Background: an optimization exercise with open tools, aiming at small area, a short achievable clock period and few clock cycles per item. Do not read the settings as production practice.
RTL that was checked went through simulation tests only; none was proved equivalent to the original.
No activity file was given, so power comes from the tool's default toggle rates.

==> inputs of trial 32 <==
==> flow/design.v (excerpt) <==
module MGT_01_mul_unit
(  
  input  logic signed [31:0]       multiplier_i, multiplicand_i,
  input  logic                     clk_i, clk_en_i,                
  input  logic                     rst_n_i,                        
  input  logic [1:0]               operation_i,
  output logic signed [31:0]       result_o,
  output logic                     valid_o
);
  localparam int K = 4;
  logic [31:0]     b_q;       
  logic            bs_q;      
  logic            mul_q;     
  logic [2:0]      cnt_q;
  logic            valid_q;
  logic [3:0]       one_q, two_q, neg_q;    
  logic [33:0]     s_q, c_q;  
  logic [7:0]      ls_q, lc_q;   
  logic            first_q;   
  logic            corrl_q;   
  logic            cl_q;      
  logic [31:0]     res_q;
  always_ff @(posedge clk_i) begin
    b_q    <= multiplicand_i;
    bs_q   <= (operation_i == 2'b01) & multiplicand_i[31];
    mul_q  <= (operation_i == 2'b00);
  end
  logic [8:0] chunk;
  always_comb
    case (cnt_q[1:0])
      2'd0: chunk = {multiplier_i[7:0], 1'b0};
      2'd1: chunk = {multiplier_i[15:8], multiplier_i[7]};
      2'd2: chunk = {multiplier_i[23:16], multiplier_i[15]};
      2'd3: chunk = {multiplier_i[31:24], multiplier_i[23]};
      default: chunk = '0;
    endcase
  always_ff @(posedge clk_i)
    if (clk_en_i)
  ...
clock: 10.0 ns
lec_check: 0
cap_margin: 20
core_margin: 2
core_utilization: 55
place_density: 0.65
slew_margin: 20
synth_hierarchical: 1
synth_minimum_keep_size: 0
standard.sh (not shown) runs the stock make flow with config.mk's settings and CLKGATE_MAP_FILE= SYNTH_SCRIPT=/design/flow/synth_recipe.tcl, a recipe that flattens the netlist after the stock synthesis.
==> flow/flow/run.sh <==
#!/bin/bash
# Layout flow: the standard ORFS flow (standard.sh), with
#  - buf_2 cells as the port buffers (buffer_ports' default pick is a slow
#    delay cell), every input and output port still gets its own buffer
#  - timing repair aiming at a setup margin below the clock period
# Each tool's output goes to standard.log.
export BUFFER_PORTS_ARGS="-buffer_cell sky130_fd_sc_hd__buf_2"
export SETUP_SLACK_MARGIN=${MARGIN:-7}
bash standard.sh > standard.log 2>&1
==> build 20 (differences from trial 32) <==
==> flow/flow/run.sh (replaced) <==
#!/bin/bash
# Layout flow: the standard ORFS flow (standard.sh), with
#  - buf_2 cells as the port buffers (buffer_ports' default pick is a slow
#    delay cell); every input and output port still gets its own buffer
#  - the Booth rows' a22oi_2 gates from synthesis sized down to a22oi_1
#    (same function and pins); timing repair sizes up what it needs
#  - timing repair aiming at a setup margin below the clock period
# Each tool's output goes to synth.log and standard.log.
set -e
export BUFFER_PORTS_ARGS="-buffer_cell sky130_fd_sc_hd__buf_2"
export SETUP_SLACK_MARGIN=${MARGIN:-7}
RES=orfs/results/sky130hd/MGT_01_mul_unit/base
bash standard.sh $PWD/$RES/1_2_yosys.v > synth.log 2>&1
sed -i 's/sky130_fd_sc_hd__a22oi_2 /sky130_fd_sc_hd__a22oi_1 /' $RES/1_2_yosys.v
bash standard.sh > standard.log 2>&1
--- a/flow/config.mk
+++ b/flow/config.mk
@@ -8,6 +8,7 @@
 export CAP_MARGIN = 20
 export CORE_MARGIN = 2
 export CORE_UTILIZATION = 55
+export CTS_BUF_LIST = sky130_fd_sc_hd__clkbuf_4 sky130_fd_sc_hd__clkbuf_8
 export PLACE_DENSITY = 0.65
 export SLEW_MARGIN = 20
 export SYNTH_HIERARCHICAL = 1
==> build 75 (differences from trial 32) <==
==> flow/run.sh (new file) <==
#!/bin/bash
# synth_recipe.tcl (not shown) runs the flow's synth.tcl, then flattens the netlist and writes it again
# the make line also repeats each setting of config.mk as NAME=value (left out here)
make -C /OpenROAD-flow-scripts/flow DESIGN_CONFIG=/design/flow/config.mk WORK_HOME=/design/flow/orfs CLKGATE_MAP_FILE= SYNTH_SCRIPT=/design/flow/synth_recipe.tcl finish
removed: flow/flow/run.sh
removed: flow/standard.sh
==> flow_summary.yaml <==
floorplanning:
  die_w_um: 164
status:
  status: "finished clean"
cells_and_area:
  clkCellAreaFrac: 0.0346
  buffer_area_frac: 0.0746
worst_hold_path:
  hold_path.startpoint: "valid_q"
timing:
  finalCritPeriodShare: 0.317
yosys:
  mappedNetlistArea_um2: 14200
critical_path:
  crit_top_cell: "fa_2"
That was trial 32.
==> flow_summary.yaml <==
yosys:
  mappedNetlistArea_um2: 14200
cells_and_area:
  clkCellAreaFrac: 0.0349
worst_hold_path:
  hold_path.startpoint: "valid_q"
status:
  status: "finished clean"
floorplanning:
  die_w_um: 164
That was build 75.
==> flow_summary.yaml <==
status:
  status: "finished clean"
pwr:
  ir_drop_mv: 0.106
cells_and_area:
  buffer_area_frac: 0.0865
yosys:
  mappedNetlistArea_um2: 13500
critical_path:
  crit_top_cell: "fa_2"
timing:
  finalCritPeriodShare: 0.329
  setup_violations: 0
worst_hold_path:
  hold_path.startpoint: "cnt_q[2]"
That was build 20.
Testbench counts of trial 32, summed over its fixed seeds: cycles 22,400, items 3,200.
Testbench counts of build 20, summed over its fixed seeds: cycles 22,400, items 3,200.
Testbench counts of build 75, summed over its fixed seeds: cycles 22,400, items 3,200.

==> run K <==
MGT_01_mul_unit, a different RTL version from the one above (not shown whole).
clock: 10.0 ns
lec_check: 0
cap_margin: 20
core_margin: 2
core_utilization: 55
cts_buf_list: sky130_fd_sc_hd__clkbuf_8 sky130_fd_sc_hd__clkbuf_16
place_density: 0.65
slew_margin: 20
synth_hierarchical: 1
synth_minimum_keep_size: 0
==> flow/flow/run.sh <==
#!/bin/bash
# Layout flow: the standard ORFS flow (standard.sh), with
#  - buf_1 cells as the port buffers (buffer_ports' default pick is a slow
#    delay cell); every input and output port still gets its own buffer
#  - the Booth rows' a22oi_2 gates from synthesis sized down to a22oi_1
#    (same function and pins); timing repair sizes up what it needs
#  - timing repair aiming at a setup margin below the clock period
# Each tool's output goes to synth.log and standard.log.
set -e
export BUFFER_PORTS_ARGS="-buffer_cell sky130_fd_sc_hd__buf_1"
export SETUP_SLACK_MARGIN=${MARGIN:-6.75}
RES=orfs/results/sky130hd/MGT_01_mul_unit/base
bash standard.sh $PWD/$RES/1_2_yosys.v > synth.log 2>&1
sed -i 's/sky130_fd_sc_hd__a22oi_2 /sky130_fd_sc_hd__a22oi_1 /' $RES/1_2_yosys.v
bash standard.sh > standard.log 2>&1
==> inputs of run G, as changes to run K <==
--- a/flow/flow/run.sh
+++ b/flow/flow/run.sh
@@ -8,7 +8,7 @@
 # Each tool's output goes to synth.log and standard.log.
 set -e
 export BUFFER_PORTS_ARGS="-buffer_cell sky130_fd_sc_hd__buf_1"
-export SETUP_SLACK_MARGIN=${MARGIN:-6.75}
+export SETUP_SLACK_MARGIN=${MARGIN:-6.5}
 RES=orfs/results/sky130hd/MGT_01_mul_unit/base
 bash standard.sh $PWD/$RES/1_2_yosys.v > synth.log 2>&1
 sed -i 's/sky130_fd_sc_hd__a22oi_2 /sky130_fd_sc_hd__a22oi_1 /' $RES/1_2_yosys.v
Settings changed: CTS_BUF_LIST sky130_fd_sc_hd__clkbuf_8 sky130_fd_sc_hd__clkbuf_16 to sky130_fd_sc_hd__clkbuf_8.
==> summary.md <==
| Metric | Value |
|---|---|
| Largest net degree at the start of global routing | just under 70 |
| Reported combinational group power | 4.08 mW |
| Via-per-instance ratio | 6.03 |
| Area of the multi-input gates | between 10,000 and 15,000 sq um |
| Worst setup path category | in -> reg |
| DR vias | around 11,000 |
| Seq/total area | between 20% and 30% |
| PwrDens | 359 nW/um^2 |
| Post-Place Cells | 1,736 |
| Status | no timing/DRC/antenna violations |
| Total power | 6.09 mW |
| Critical path fanouts, max | slightly below 70 |
-- figures above: run G

==> summary.md <==
| Metric | Value |
|---|---|
| Status | no timing/DRC/antenna violations |
| Reported combinational group power | 4.16 mW |
| Area of the multi-input gates | 10,700 sq um |
| Largest net degree at the start of global routing | 66 |
| Via-per-instance ratio | 6.12 |
| Seq/total area | about 28% |
| DR vias | approximately 11,000 |
| Antenna cells | 0 |
| Critical path fanouts, max | 34 |
| Total power | between 6 and 7 mW |
| Worst setup path category | reg -> reg |
-- figures above: run K

Testbench counts of run K, summed over its fixed seeds: cycles 19,200, items 3,200.
Testbench counts of run G, summed over its fixed seeds: cycles 19,200, items 3,200.

==> build 73: inputs <==
MGT_01_mul_unit, a different RTL version from the one above (not shown whole).
## MGT_01_mul_unit
module MGT_01_mul_unit
(  
  input  logic signed [31:0]       multiplier_i, multiplicand_i,
  input  logic                     clk_i, clk_en_i,                
  input  logic                     rst_n_i,                        
  input  logic [1:0]               operation_i,
  output logic signed [31:0]       result_o,
  output logic                     valid_o
);
==> flow/config.mk <==
export PLATFORM = sky130hd
export DESIGN_NAME = MGT_01_mul_unit
export DESIGN_NICKNAME = MGT_01_mul_unit
export VERILOG_FILES = /design/flow/design.v
export SDC_FILE = /design/flow/constraint.sdc
export NUM_CORES = 4
export LEC_CHECK = 0
export CAP_MARGIN = 20
export CORE_MARGIN = 2
export CORE_UTILIZATION = 55
export PLACE_DENSITY = 0.65
export SLEW_MARGIN = 20
export SYNTH_HIERARCHICAL = 1
export SYNTH_MINIMUM_KEEP_SIZE = 0
==> flow/constraint.sdc <==
create_clock -name core_clock -period 10.0 [get_ports {clk_i}]
set_input_delay 2.0000 -clock core_clock [delete_from_list [all_inputs] [get_ports {clk_i}]]
set_output_delay 2.0000 -clock core_clock [all_outputs]
set_load 0.01 [all_outputs]
==> flow/flow/run.sh <==
#!/bin/bash
# Layout flow: the standard flow, logged to standard.log
bash standard.sh > standard.log 2>&1
==> trial 80 (differences from build 73) <==
==> flow/run.sh (new file) <==
#!/bin/bash
# synth_recipe.tcl (not shown) runs the flow's synth.tcl, then flattens the netlist and writes it again
# the make line also repeats each setting of config.mk as NAME=value (left out here)
make -C /OpenROAD-flow-scripts/flow DESIGN_CONFIG=/design/flow/config.mk WORK_HOME=/design/flow/orfs CLKGATE_MAP_FILE= SYNTH_SCRIPT=/design/flow/synth_recipe.tcl finish
removed: flow/flow/run.sh
removed: flow/standard.sh
==> run notes <==
Trial 80 passed the timing, design-rule and antenna checks. Build 73 finished clean.
In worst setup slack, trial 80 and build 73 do not differ.
In power, trial 80 and build 73 do not differ.
In register-to-register slack, build 73 and trial 80 hardly differ.
Clock power is about the same in trial 80 and build 73.
First-iteration DRC count is the same in trial 80 and build 73.
Die area is the same in trial 80 and build 73.
In sequential share of layout area, trial 80 and build 73 do not differ.
In final cell count, trial 80 and build 73 do not differ.
In final area, build 73 and trial 80 do not differ.
Function was not checked in any run of this note: the RTL went through the layout flow alone.

==> run Z: inputs <==
MGT_01_mul_unit, a different RTL version from the one above (not shown whole).
==> flow/config.mk <==
export PLATFORM = sky130hd
export DESIGN_NAME = MGT_01_mul_unit
export DESIGN_NICKNAME = MGT_01_mul_unit
export VERILOG_FILES = /design/flow/design.v
export SDC_FILE = /design/flow/constraint.sdc
export NUM_CORES = 4
export LEC_CHECK = 0
export CAP_MARGIN = 20
export CORE_MARGIN = 2
export CORE_UTILIZATION = 55
export PLACE_DENSITY = 0.65
export SLEW_MARGIN = 20
export SYNTH_HIERARCHICAL = 1
export SYNTH_MINIMUM_KEEP_SIZE = 0
==> flow/constraint.sdc <==
create_clock -name core_clock -period 10.0 [get_ports {clk_i}]
set_input_delay 2.0000 -clock core_clock [delete_from_list [all_inputs] [get_ports {clk_i}]]
set_output_delay 2.0000 -clock core_clock [all_outputs]
set_load 0.01 [all_outputs]
==> flow/flow/run.sh <==
#!/bin/bash
# Layout flow: the standard ORFS flow (standard.sh), with
#  - buf_2 cells as the port buffers (buffer_ports' default pick is a slow
#    delay cell); every input and output port still gets its own buffer
#  - the Booth rows' a22oi_2 gates from synthesis sized down to a22oi_1
#    (same function and pins); timing repair sizes up what it needs
#  - timing repair aiming at a setup margin below the clock period
# Each tool's output goes to synth.log and standard.log.
set -e
export BUFFER_PORTS_ARGS="-buffer_cell sky130_fd_sc_hd__buf_2"
export SETUP_SLACK_MARGIN=${MARGIN:-6.5}
RES=orfs/results/sky130hd/MGT_01_mul_unit/base
bash standard.sh $PWD/$RES/1_2_yosys.v > synth.log 2>&1
sed -i 's/sky130_fd_sc_hd__a22oi_2 /sky130_fd_sc_hd__a22oi_1 /' $RES/1_2_yosys.v
bash standard.sh > standard.log 2>&1
==> run R (differences from run Z) <==
--- a/flow/flow/run.sh
+++ b/flow/flow/run.sh
@@ -9,5 +9,5 @@
 set -e
 export BUFFER_PORTS_ARGS="-buffer_cell sky130_fd_sc_hd__buf_2"
-export SETUP_SLACK_MARGIN=${MARGIN:-6.5}
+export SETUP_SLACK_MARGIN=${MARGIN:-7}
 RES=orfs/results/sky130hd/MGT_01_mul_unit/base
 bash standard.sh $PWD/$RES/1_2_yosys.v > synth.log 2>&1
==> run P (differences from run Z) <==
--- a/flow/flow/run.sh
+++ b/flow/flow/run.sh
@@ -9,5 +9,5 @@
 set -e
 export BUFFER_PORTS_ARGS="-buffer_cell sky130_fd_sc_hd__buf_2"
-export SETUP_SLACK_MARGIN=${MARGIN:-6.5}
+export SETUP_SLACK_MARGIN=${MARGIN:-8}
 RES=orfs/results/sky130hd/MGT_01_mul_unit/base
 bash standard.sh $PWD/$RES/1_2_yosys.v > synth.log 2>&1
==> run notes <==
Run R completed without violations. Run P passed the timing, design-rule and antenna checks. Run Z completed without violations. Against run R, the count of clock-buffer cells in the layout of run Z is lower by 1. Of run P and run R, run P has the higher worst hold slack (gap 0.090 ns). In synthesized cell count, run R and run Z do not differ. The highest clock power belongs to run P, the lowest to run Z. In first-iteration DRC count, run Z and run R do not differ.
Testbench counts of run Z, summed over its fixed seeds: cycles 19,200, items 3,200.
Testbench counts of run R, summed over its fixed seeds: cycles 19,200, items 3,200.
Testbench counts of run P, summed over its fixed seeds: cycles 19,200, items 3,200.

==> xenon: inputs <==
MGT_01_mul_unit again, from the RTL that the note above started with.
clock: 10.0 ns
lec_check: 0
cap_margin: 20
core_margin: 2
core_utilization: 55
place_density: 0.65
slew_margin: 20
synth_hierarchical: 1
synth_minimum_keep_size: 0
==> flow/flow/run.sh <==
#!/bin/bash
# Layout flow: the standard ORFS flow (standard.sh), with
#  - buf_2 cells as the port buffers (buffer_ports' default pick is a slow
#    delay cell); every input and output port still gets its own buffer
#  - the Booth rows' a22oi_2 gates from synthesis sized down to a22oi_1
#    (same function and pins); timing repair sizes up what it needs
#  - timing repair aiming at a setup margin below the clock period
# Each tool's output goes to synth.log and standard.log.
set -e
export BUFFER_PORTS_ARGS="-buffer_cell sky130_fd_sc_hd__buf_2"
export SETUP_SLACK_MARGIN=${MARGIN:-6}
RES=orfs/results/sky130hd/MGT_01_mul_unit/base
bash standard.sh $PWD/$RES/1_2_yosys.v > synth.log 2>&1
sed -i 's/sky130_fd_sc_hd__a22oi_2 /sky130_fd_sc_hd__a22oi_1 /' $RES/1_2_yosys.v
bash standard.sh > standard.log 2>&1
==> inputs of raven, as changes to xenon <==
--- a/flow/flow/run.sh
+++ b/flow/flow/run.sh
@@ -2,3 +2,3 @@
 # Layout flow: the standard ORFS flow (standard.sh), with
-#  - buf_2 cells as the port buffers (buffer_ports' default pick is a slow
+#  - buf_1 cells as the port buffers (buffer_ports' default pick is a slow
 #    delay cell); every input and output port still gets its own buffer
@@ -9,4 +9,4 @@
 set -e
-export BUFFER_PORTS_ARGS="-buffer_cell sky130_fd_sc_hd__buf_2"
-export SETUP_SLACK_MARGIN=${MARGIN:-6}
+export BUFFER_PORTS_ARGS="-buffer_cell sky130_fd_sc_hd__buf_1"
+export SETUP_SLACK_MARGIN=${MARGIN:-6.5}
 RES=orfs/results/sky130hd/MGT_01_mul_unit/base
Settings changed: CTS_CLUSTER_DIAMETER set to 100, CTS_CLUSTER_SIZE set to 40.
==> run notes <==
Required time of the critical path: xenon 10.18 ns; raven 10.19 ns
Area of the multi-input gates: xenon 10600 sq um; raven 10800 sq um
Met2 wire length: xenon 21.3 mm; raven 19.4 mm
Layout clock buffers: xenon 18; raven 17
Final cell count without fillers: xenon 1801; raven 1804
Largest net degree at the start of global routing: xenon 67; raven 75
Max frequency: xenon 0.263 GHz; raven 0.295 GHz
Count of buffers not belonging to the clock network in the layout: xenon 123; raven 126
Share of the cycle needed by the critical path after routing: xenon 0.380; raven 0.339
NonClk Buf Share: xenon 0.0386; raven 0.0333
Total via count after detailed routing: xenon 11200; raven 10900
Run status: xenon complete, no violations; raven complete, no violations
Iteration-0 DRC Markers: xenon 1149; raven 1139
Overall fraction of global-route tracks in use: xenon 0.307; raven 0.292
Worst IR Drop VDD: xenon 0.208 mV; raven 0.172 mV
Part of the power in combinational logic: xenon 0.654; raven 0.665
Element type at the critical path start: xenon input pin; raven flip-flop
Testbench counts of xenon, summed over its fixed seeds: cycles 19,200, items 3,200.
Testbench counts of raven, summed over its fixed seeds: cycles 19,200, items 3,200.

==> port drivers added, routing unchanged <==
How much do the figures lean on ideal ports? The routed layouts below were timed once more, with nothing changed but the port constraints. Step 1 sets driving cells, clkbuf_16 on the clock port and buf_2 on the other inputs (assumed; they add their load-dependent delay and slew). Step 2 moves the port delays by t, midway between the first and last clock arrival at a register: inputs arrive t later, outputs are due t later. That takes back most of the time a late clock gives input paths. a / b / c = ideal / step 1 / step 2; a / b = the first two.
run | shift t [ns] | slack for setup (ns) | worst data-port slew with drivers (ns)
trial 32 | 0.473 | 6.827 / 6.827 / 6.574 | 0.04
build 20 | 0.518 | 6.707 / 6.707 / 6.553 | 0.04
build 75 | 0.480 | 6.068 / 6.068 / 6.042 | 0.05
run K | 0.482 | 6.792 / 6.792 / 6.403 | 0.03
run G | 0.532 | 6.589 / 6.613 / 6.082 | 0.04
build 73 | 0.478 | 5.985 / 5.985 / 5.985 | 0.05
trial 80 | 0.478 | 5.985 / 5.985 / 5.985 | 0.05
run Z | 0.490 | 6.622 / 6.622 / 6.178 | 0.03
run R | 0.495 | 6.779 / 6.779 / 6.395 | 0.05
run P | 0.498 | 6.739 / 6.739 / 6.397 | 0.17
xenon | 0.499 | 6.200 / 6.232 / 5.733 | 0.04
raven | 0.495 | 6.608 / 6.608 / 6.250 | 0.04
After both steps every run listed still meets setup and hold. The setup slack of run G, which loses most, moves by +0.024 ns with the drivers and by -0.507 ns with both steps.
